Source: an optimization exercise on an open RTL-to-GDS flow (aim: small area, a short achievable clock period and few clock cycles). Production flows keep margins and buffers that such runs may drop.

==> 05-03: inputs <==
==> flow/design.v <==
`default_nettype none                
`timescale 1ns/1ps                   
/*verilator lint_off UNUSED*/
typedef enum logic [3:0] {
    NOP     = 4'b0000,       
    LDA     = 4'b0001,       
    ADD     = 4'b0010,       
    SUB     = 4'b0011,       
    STA     = 4'b0100,       
    LDI     = 4'b0101,       
    JMP     = 4'b0110,       
    JC      = 4'b0111,       
    JZ      = 4'b1000,       
    NOP_9   = 4'b1001,       
    NOP_A   = 4'b1010,       
    NOP_B   = 4'b1011,       
    NOP_C   = 4'b1100,       
    NOP_D   = 4'b1101,       
    OUT     = 4'b1110,       
    HLT     = 4'b1111        
} op_t;
typedef logic [3:0] addr_t;
typedef logic [7:0] byte_t;
/*verilator lint_on UNUSED*/
`default_nettype none
`timescale 1ns/1ps
module cpu_core (
    output      logic   hlt_o,           
    output      logic   mem_write_o,     
    output      logic   mem_store_o,     
    output      addr_t  mem_waddr_o,     
    output      byte_t  mem_wdata_o,     
    input  wire logic   wr_fwd_i,        
    input  wire addr_t  wr_addr_i,       
    input  wire byte_t  wr_data_i,       
    output      logic [2:0] mem_addr_ev_o,   
    input  wire byte_t  mem_data_ev_i,
    output      logic [2:0] mem_addr_od_o,   
    input  wire byte_t  mem_data_od_i,
    output      addr_t  mem_eaddr_o,     
    input  wire byte_t  mem_edata_i,
    output      logic   out_strobe_o,    
    output      byte_t  out_value_o,     
    input  wire logic   reset_i,
    input  wire logic   clk_en_i,
    input  wire logic   clk
);
addr_t      q;                           
byte_t      ir0;                         
byte_t      ir1;                         
logic       ctl0;                        
addr_t      darg;                        
byte_t      a;                           
logic       cf;                          
logic       o_rdy;                       
function automatic logic is_ctl(input logic [3:0] op);
    is_ctl = (op == NOP) || (op == JMP) || (op == JC) || (op == JZ) ||
           (op == NOP_9) || (op == NOP_A) || (op == NOP_B) || (op == NOP_C) || (op == NOP_D);
endfunction
function automatic logic is_nop(input logic [3:0] op);
    is_nop = (op == NOP) || (op == NOP_9) || (op == NOP_A) || (op == NOP_B) || (op == NOP_C) || (op == NOP_D);
endfunction
function automatic logic [8:0] add8(input logic [7:0] x, input logic [7:0] y, input logic ci);
    logic [8:0] g, p, gn, pn;
    logic [8:0] c;
    g = {x & y, ci};
    p = {x ^ y, 1'b0};
    for (int d = 1; d < 9; d = d * 2) begin
        gn = g;
        pn = p;
        for (int i = d; i < 9; i++) begin
            gn[i] = g[i] | (p[i] & g[i-d]);
            pn[i] = p[i] & p[i-d];
        end
        g = gn;
        p = pn;
    end
    c = g;
    add8 = {c[8], (x ^ y) ^ c[7:0]};
endfunction
op_t        op0, op1, dop;
addr_t      arg0, arg1;
logic       run;
logic       zf;
logic       tk0, tk1;
logic       fold1;
logic       dval;
logic       halt_e;
addr_t      nq, nq1;
logic       fwd0, fwd1;
byte_t      f0, f1;
logic       sub;
logic [8:0] alu;
always_comb op0     = op_t'(ir0[7:4]);
always_comb op1     = op_t'(ir1[7:4]);
always_comb arg0    = ir0[3:0];
always_comb arg1    = ir1[3:0];
always_comb run     = clk_en_i && !hlt_o;
always_comb zf      = (a == 8'h00);
always_comb dop     = ctl0 ? op1 : op0;
always_comb tk0     = (op0 == JMP) || (op0 == JC && cf) || (op0 == JZ && zf);
always_comb tk1     = (op1 == JMP) || (op1 == JC && cf) ||
                      (op1 == JZ && ((op0 == LDI) ? (arg0 == 4'h0) : zf));
always_comb fold1   = (is_nop(op1) || op1 == JMP || op1 == HLT || (op1 == OUT && op0 != OUT) ||
                       (op1 == JC && op0 != ADD && op0 != SUB) ||
                       (op1 == JZ && (op0 == STA || op0 == OUT || op0 == LDI))) &&
                      !(op0 == STA && arg0 == q + 4'h1);
always_comb begin
    dval    = 1'b0;
    halt_e  = 1'b0;
    nq      = q + 4'h1;
    nq1     = q + 4'h2;
    if (ctl0) begin
        if (tk0) begin
            nq      = arg0;
            nq1     = arg0 + 4'h1;
        end else begin
            dval    = 1'b1;
            halt_e  = (op1 == HLT);
            if (is_ctl(op1) && tk1) begin
                nq      = arg1;
                nq1     = arg1 + 4'h1;
            end else begin
                nq      = q + 4'h2;
                nq1     = q + 4'h3;
            end
        end
    end else if (op0 == HLT) begin
        halt_e  = 1'b1;
    end else begin
        dval    = 1'b1;
        if (fold1) begin
            halt_e  = (op1 == HLT);
            if (tk1) begin
                nq      = arg1;
                nq1     = arg1 + 4'h1;
            end else begin
                nq      = q + 4'h2;
                nq1     = q + 4'h3;
            end
        end
    end
    if (reset_i) begin
        nq      = 4'h0;
        nq1     = 4'h1;
    end else if (!run) begin
        nq      = q;
        nq1     = q + 4'h1;
    end
end
always_comb fwd0    = wr_fwd_i && (run || reset_i) && wr_addr_i == nq;
always_comb fwd1    = wr_fwd_i && (run || reset_i) && wr_addr_i == nq1;
always_comb f0      = fwd0 ? wr_data_i : (nq[0] ? mem_data_od_i : mem_data_ev_i);
always_comb f1      = fwd1 ? wr_data_i : (nq[0] ? mem_data_ev_i : mem_data_od_i);
always_comb sub     = (dop == SUB);
always_comb alu     = add8(a, mem_edata_i ^ {8{sub}}, sub);
always_comb mem_addr_ev_o = nq1[3:1];
always_comb mem_addr_od_o = nq[3:1];
always_comb mem_eaddr_o  = darg;
always_comb mem_store_o  = dval && (dop == STA);
always_comb mem_write_o  = run && mem_store_o;
always_comb mem_waddr_o  = darg;
always_comb mem_wdata_o  = a;
always_comb out_strobe_o = o_rdy;
always_comb out_value_o  = a;            
always_ff @(posedge clk) begin
    q       <= nq;
    ir0     <= f0;
    ir1     <= f1;
    ctl0    <= is_ctl(f0[7:4]);
    darg    <= is_ctl(f0[7:4]) ? f1[3:0] : f0[3:0];
end
always_ff @(posedge clk) begin
    if (reset_i) begin
        a       <= '0;
        cf      <= 1'b0;
        o_rdy   <= 1'b0;
        hlt_o   <= 1'b0;
    end else begin
        o_rdy   <= 1'b0;
        if (run) begin
            if (dval) begin
                case (dop)
                    LDA:    a        <= mem_edata_i;
                    ADD, SUB: begin
                        a       <= alu[7:0];
                        cf      <= alu[8] ^ sub;
                    end
                    LDI:    a        <= {4'h0, darg};
                    OUT:    o_rdy    <= 1'b1;
                    default: ;
                endcase
            end
            if (!ctl0 && fold1 && op1 == OUT) begin
                o_rdy   <= 1'b1;
            end
            if (halt_e || f0[7:4] == HLT || (is_nop(f0[7:4]) && f1[7:4] == HLT)) begin
                hlt_o   <= 1'b1;
            end
        end
    end
end
endmodule
`default_nettype wire
`default_nettype none
`timescale 1ns/1ps
module cpu_mem (
    input  wire logic       we_i,        
    input  wire addr_t      waddr_i,     
    input  wire byte_t      wdata_i,     
    input  wire logic [2:0] raddr_ev_i,  
    output      byte_t      rdata_ev_o,
    input  wire logic [2:0] raddr_od_i,  
    output      byte_t      rdata_od_o,
    input  wire addr_t      raddr_e_i,   
    output      byte_t      rdata_e_o,
    input  wire logic       clk
);
byte_t memory [0:15];
always_ff @(posedge clk) begin
    if (we_i) begin
        memory[waddr_i] <= wdata_i;
    end
end
always_comb begin
    rdata_ev_o = '0;
    rdata_od_o = '0;
    for (int i = 0; i < 8; i++) begin
        rdata_ev_o = rdata_ev_o | (memory[2*i]   & {8{raddr_ev_i == 3'(i)}});
        rdata_od_o = rdata_od_o | (memory[2*i+1] & {8{raddr_od_i == 3'(i)}});
    end
end
always_comb begin
    rdata_e_o = '0;
    for (int i = 0; i < 16; i++) begin
        rdata_e_o = rdata_e_o | (memory[i] & {8{raddr_e_i == 4'(i)}});
    end
end
endmodule
`default_nettype wire
`default_nettype none
`timescale 1ns/1ps
module cpu_main (
    input wire  logic       clk_en_i,
    input wire  logic       reset_i,
    output      logic       out_strobe_o,
    output      byte_t      out_value_o,
    output      logic       halt_o,
    input wire  logic       prog_we_i,           
    input wire  addr_t      prog_addr_i,         
    input wire  byte_t      prog_data_i,         
    input wire  logic       clk
);
logic       cpu_we;
logic       cpu_st;
logic       wfwd;
addr_t      cpu_waddr;
byte_t      cpu_wdata;
logic       we;
addr_t      waddr;
byte_t      wdata;
logic [2:0] addr_ev, addr_od;
addr_t      eaddr;
byte_t      data_ev, data_od, edata;
always_comb we      = reset_i ? prog_we_i   : cpu_we;
always_comb wfwd    = reset_i ? prog_we_i   : cpu_st;
always_comb waddr   = reset_i ? prog_addr_i : cpu_waddr;
always_comb wdata   = reset_i ? prog_data_i : cpu_wdata;
cpu_core core (
    .hlt_o(halt_o),
    .mem_write_o(cpu_we),
    .mem_store_o(cpu_st),
    .mem_waddr_o(cpu_waddr),
    .mem_wdata_o(cpu_wdata),
    .wr_fwd_i(wfwd),
    .wr_addr_i(waddr),
    .wr_data_i(wdata),
    .mem_addr_ev_o(addr_ev),
    .mem_data_ev_i(data_ev),
    .mem_addr_od_o(addr_od),
    .mem_data_od_i(data_od),
    .mem_eaddr_o(eaddr),
    .mem_edata_i(edata),
    .out_strobe_o(out_strobe_o),
    .out_value_o(out_value_o),
    .reset_i(reset_i),
    .clk_en_i(clk_en_i),
    .clk(clk)
);
cpu_mem mem (
    .we_i(we),
    .waddr_i(waddr),
    .wdata_i(wdata),
    .raddr_ev_i(addr_ev),
    .rdata_ev_o(data_ev),
    .raddr_od_i(addr_od),
    .rdata_od_o(data_od),
    .raddr_e_i(eaddr),
    .rdata_e_o(edata),
    .clk(clk)
);
endmodule
`default_nettype wire
==> flow/run.sh <==
#!/bin/bash
# synth_recipe.tcl (not shown) runs the flow's synth.tcl, then flattens the netlist and writes it again
# the make line also repeats each setting of config.mk as NAME=value (left out here)
make -C /OpenROAD-flow-scripts/flow DESIGN_CONFIG=/design/flow/config.mk WORK_HOME=/design/flow/orfs CLKGATE_MAP_FILE= SYNTH_SCRIPT=/design/flow/synth_recipe.tcl finish
==> flow/config.mk <==
export PLATFORM = sky130hd
export DESIGN_NAME = cpu_main
export DESIGN_NICKNAME = cpu_main
export VERILOG_FILES = /design/flow/design.v
export SDC_FILE = /design/flow/constraint.sdc
export NUM_CORES = 4
export LEC_CHECK = 0
export ABC_AREA = 1
export CAP_MARGIN = 20
export CORE_MARGIN = 2
export CORE_UTILIZATION = 40
export CTS_BUF_LIST = sky130_fd_sc_hd__clkbuf_4 sky130_fd_sc_hd__clkbuf_8
export SETUP_SLACK_MARGIN = 3.0
export SLEW_MARGIN = 20
==> flow/constraint.sdc <==
create_clock -name core_clock -period 7.0 [get_ports {clk}]
set_input_delay 1.4000 -clock core_clock [delete_from_list [all_inputs] [get_ports {clk}]]
set_output_delay 1.4000 -clock core_clock [all_outputs]
set_load 0.01 [all_outputs]
==> 07-21: changes against 05-03 <==
==> flow/design.v, changed modules only <==
module cpu_core (
    output      logic   hlt_o,           
    output      logic   mem_write_o,     
    output      logic   mem_store_o,     
    output      addr_t  mem_waddr_o,     
    output      byte_t  mem_wdata_o,     
    input  wire logic   wr_fwd_i,        
    input  wire addr_t  wr_addr_i,       
    input  wire byte_t  wr_data_i,       
    output      logic [2:0] mem_addr_ev_o,   
    input  wire byte_t  mem_data_ev_i,
    output      logic [2:0] mem_addr_od_o,   
    input  wire byte_t  mem_data_od_i,
    output      addr_t  mem_eaddr_o,     
    input  wire byte_t  mem_edata_i,
    output      logic   out_strobe_o,    
    output      byte_t  out_value_o,     
    input  wire logic   reset_i,
    input  wire logic   clk_en_i,
    input  wire logic   clk
);
addr_t      q;                           
byte_t      ir0;                         
byte_t      ir1;                         
logic       ctl0;                        
addr_t      darg;                        
byte_t      a;                           
logic       cf;                          
logic       zf;                          
logic       o_rdy;                       
function automatic logic is_ctl(input logic [3:0] op);
    is_ctl = (op == NOP) || (op == JMP) || (op == JC) || (op == JZ) ||
           (op == NOP_9) || (op == NOP_A) || (op == NOP_B) || (op == NOP_C) || (op == NOP_D);
endfunction
function automatic logic is_nop(input logic [3:0] op);
    is_nop = (op == NOP) || (op == NOP_9) || (op == NOP_A) || (op == NOP_B) || (op == NOP_C) || (op == NOP_D);
endfunction
function automatic logic [8:0] add8(input logic [7:0] x, input logic [7:0] y, input logic ci);
    logic [8:0] g, p, gn, pn;
    logic [8:0] c;
    g = {x & y, ci};
    p = {x ^ y, 1'b0};
    for (int d = 1; d < 9; d = d * 2) begin
        gn = g;
        pn = p;
        for (int i = d; i < 9; i++) begin
            gn[i] = g[i] | (p[i] & g[i-d]);
            pn[i] = p[i] & p[i-d];
        end
        g = gn;
        p = pn;
    end
    c = g;
    add8 = {c[8], (x ^ y) ^ c[7:0]};
endfunction
op_t        op0, op1, dop;
addr_t      arg0, arg1;
logic       run;
logic       tk0, tk1;
byte_t      opnd;
logic       sum_zero;
logic       fold1;
logic       dval;
logic       halt_e;
addr_t      nq, nq1;
logic       fwd0, fwd1;
byte_t      f0, f1;
logic       sub;
logic [8:0] alu;
always_comb op0     = op_t'(ir0[7:4]);
always_comb op1     = op_t'(ir1[7:4]);
always_comb arg0    = ir0[3:0];
always_comb arg1    = ir1[3:0];
always_comb run     = clk_en_i && !hlt_o;
always_comb dop     = ctl0 ? op1 : op0;
always_comb tk0     = (op0 == JMP) || (op0 == JC && cf) || (op0 == JZ && zf);
always_comb tk1     = (op1 == JMP) || (op1 == JC && cf) ||
                      (op1 == JZ && ((op0 == LDI) ? (arg0 == 4'h0) : zf));
always_comb fold1   = (is_nop(op1) || op1 == JMP || op1 == HLT || (op1 == OUT && op0 != OUT) ||
                       (op1 == JC && op0 != ADD && op0 != SUB) ||
                       (op1 == JZ && (op0 == STA || op0 == OUT || op0 == LDI))) &&
                      !(op0 == STA && arg0 == q + 4'h1);
always_comb begin
    dval    = 1'b0;
    halt_e  = 1'b0;
    nq      = q + 4'h1;
    nq1     = q + 4'h2;
    if (ctl0) begin
        if (tk0) begin
            nq      = arg0;
            nq1     = arg0 + 4'h1;
        end else begin
            dval    = 1'b1;
            halt_e  = (op1 == HLT);
            if (is_ctl(op1) && tk1) begin
                nq      = arg1;
                nq1     = arg1 + 4'h1;
            end else begin
                nq      = q + 4'h2;
                nq1     = q + 4'h3;
            end
        end
    end else if (op0 == HLT) begin
        halt_e  = 1'b1;
    end else begin
        dval    = 1'b1;
        if (fold1) begin
            halt_e  = (op1 == HLT);
            if (tk1) begin
                nq      = arg1;
                nq1     = arg1 + 4'h1;
            end else begin
                nq      = q + 4'h2;
                nq1     = q + 4'h3;
            end
        end
    end
    if (reset_i) begin
        nq      = 4'h0;
        nq1     = 4'h1;
    end
end
always_comb fwd0    = wr_fwd_i && wr_addr_i == nq;
always_comb fwd1    = wr_fwd_i && wr_addr_i == nq1;
always_comb f0      = fwd0 ? wr_data_i : (nq[0] ? mem_data_od_i : mem_data_ev_i);
always_comb f1      = fwd1 ? wr_data_i : (nq[0] ? mem_data_ev_i : mem_data_od_i);
always_comb sub     = (dop == SUB);
always_comb opnd    = mem_edata_i ^ {8{sub}};
always_comb alu     = add8(a, opnd, sub);
always_comb sum_zero = ((a ^ opnd) == {a[6:0] | opnd[6:0], sub});
always_comb mem_addr_ev_o = nq1[3:1];
always_comb mem_addr_od_o = nq[3:1];
always_comb mem_eaddr_o  = darg;
always_comb mem_store_o  = dval && (dop == STA);
always_comb mem_write_o  = run && mem_store_o;
always_comb mem_waddr_o  = darg;
always_comb mem_wdata_o  = a;
always_comb out_strobe_o = o_rdy;
always_comb out_value_o  = a;            
always_ff @(posedge clk) begin
    if (reset_i) begin
        q       <= 4'h0;
        ir0     <= f0;
        ir1     <= f1;
        ctl0    <= is_ctl(f0[7:4]);
        darg    <= is_ctl(f0[7:4]) ? f1[3:0] : f0[3:0];
        a       <= '0;
        cf      <= 1'b0;
        zf      <= 1'b1;
        o_rdy   <= 1'b0;
        hlt_o   <= 1'b0;
    end else begin
        o_rdy   <= 1'b0;
        if (run) begin
            q       <= nq;
            ir0     <= f0;
            ir1     <= f1;
            ctl0    <= is_ctl(f0[7:4]);
            darg    <= is_ctl(f0[7:4]) ? f1[3:0] : f0[3:0];
            if (dval) begin
                case (dop)
                    LDA: begin
                        a       <= mem_edata_i;
                        zf      <= (mem_edata_i == 8'h00);
                    end
                    ADD, SUB: begin
                        a       <= alu[7:0];
                        cf      <= alu[8] ^ sub;
                        zf      <= sum_zero;
                    end
                    LDI: begin
                        a       <= {4'h0, darg};
                        zf      <= (darg == 4'h0);
                    end
                    OUT:    o_rdy    <= 1'b1;
                    default: ;
                endcase
            end
            if (!ctl0 && fold1 && op1 == OUT) begin
                o_rdy   <= 1'b1;
            end
            if (halt_e || f0[7:4] == HLT || (is_nop(f0[7:4]) && f1[7:4] == HLT)) begin
                hlt_o   <= 1'b1;
            end
        end
    end
end
endmodule
Settings changed: CTS_BUF_LIST sky130_fd_sc_hd__clkbuf_4 sky130_fd_sc_hd__clkbuf_8 to not set, SETUP_SLACK_MARGIN 3.0 to 2.5.
==> out/metrics.cfg <==
[cells_and_area]
nNetsFinal = 1281
multi_input_area_share = 0.418
fin_util = 0.490
drive_gt1_frac = 0.206

[cts]
clock-sinks = 164

[setup_path]
crit_family = compound AO/OA/AOI/OAI gates
crit_start = core.darg[1]
cp.required_ns = 7.39
r2r_start = core.darg[1]
cp_data_arrival_time_ns = 4.31

[synthesis]
synth_seq_cells = 164
synthSimpleGateAreaFrac = 0.296
synth_area_sq_mm = 0.00952

[grt]
grt_max_degree = 27
track_usage = 0.272
grt_pass1_wl_mm = 49.8

[die]
die_h_microns = 158
dieArea_sq_mm = 0.0250

[run_status]
status = finished clean

The numbers above come from 05-03.

==> out/metrics.cfg <==
[setup_path]
crit_family = simple AND/OR/NAND/NOR gates
crit_start = core.darg[0]
r2r_start = core.darg[0]

[synthesis]
synth_seq_cells = 165

[cells_and_area]
nNetsFinal = 1251
fin_util = 0.454
multi_input_area_share = 0.399

[grt]
grt_max_degree = 33
grt_pass1_wl_mm = 49.7

[run_status]
status = finished clean

The numbers above come from 07-21.

No run of this note included a check of the RTL's function; only the layout flow was run.

-- port drivers added, routing unchanged --
The flow's constraints put no driver on any port. The routed layouts listed below were extracted and timed again, unchanged, in two steps. Step 1: set_driving_cell puts a clkbuf_16 on clk and a buf_2 on each other input, an assumption about the parent block. Step 2 adds t to the input delays and takes it off the output delays; t is the mean of the earliest and latest rising clock arrival at the registers after step 1. Input paths then give back, and output paths get back, about the clock's delay inside the block. a / b / c = ideal ports / drivers / drivers and shift; a / b = the first two.
run	t, ns	slack for setup (ns)	slew at the worst register clock pin (ns)
05-03	0.508	3.079 / 3.079 / 2.624	0.10 / 0.10
07-21	0.477	2.720 / 2.720 / 2.419	0.08 / 0.08
After both steps every run listed still meets setup and hold. For 05-03, which loses most, drivers alone change the setup slack by 0.000 ns; drivers and shift together by -0.455 ns.
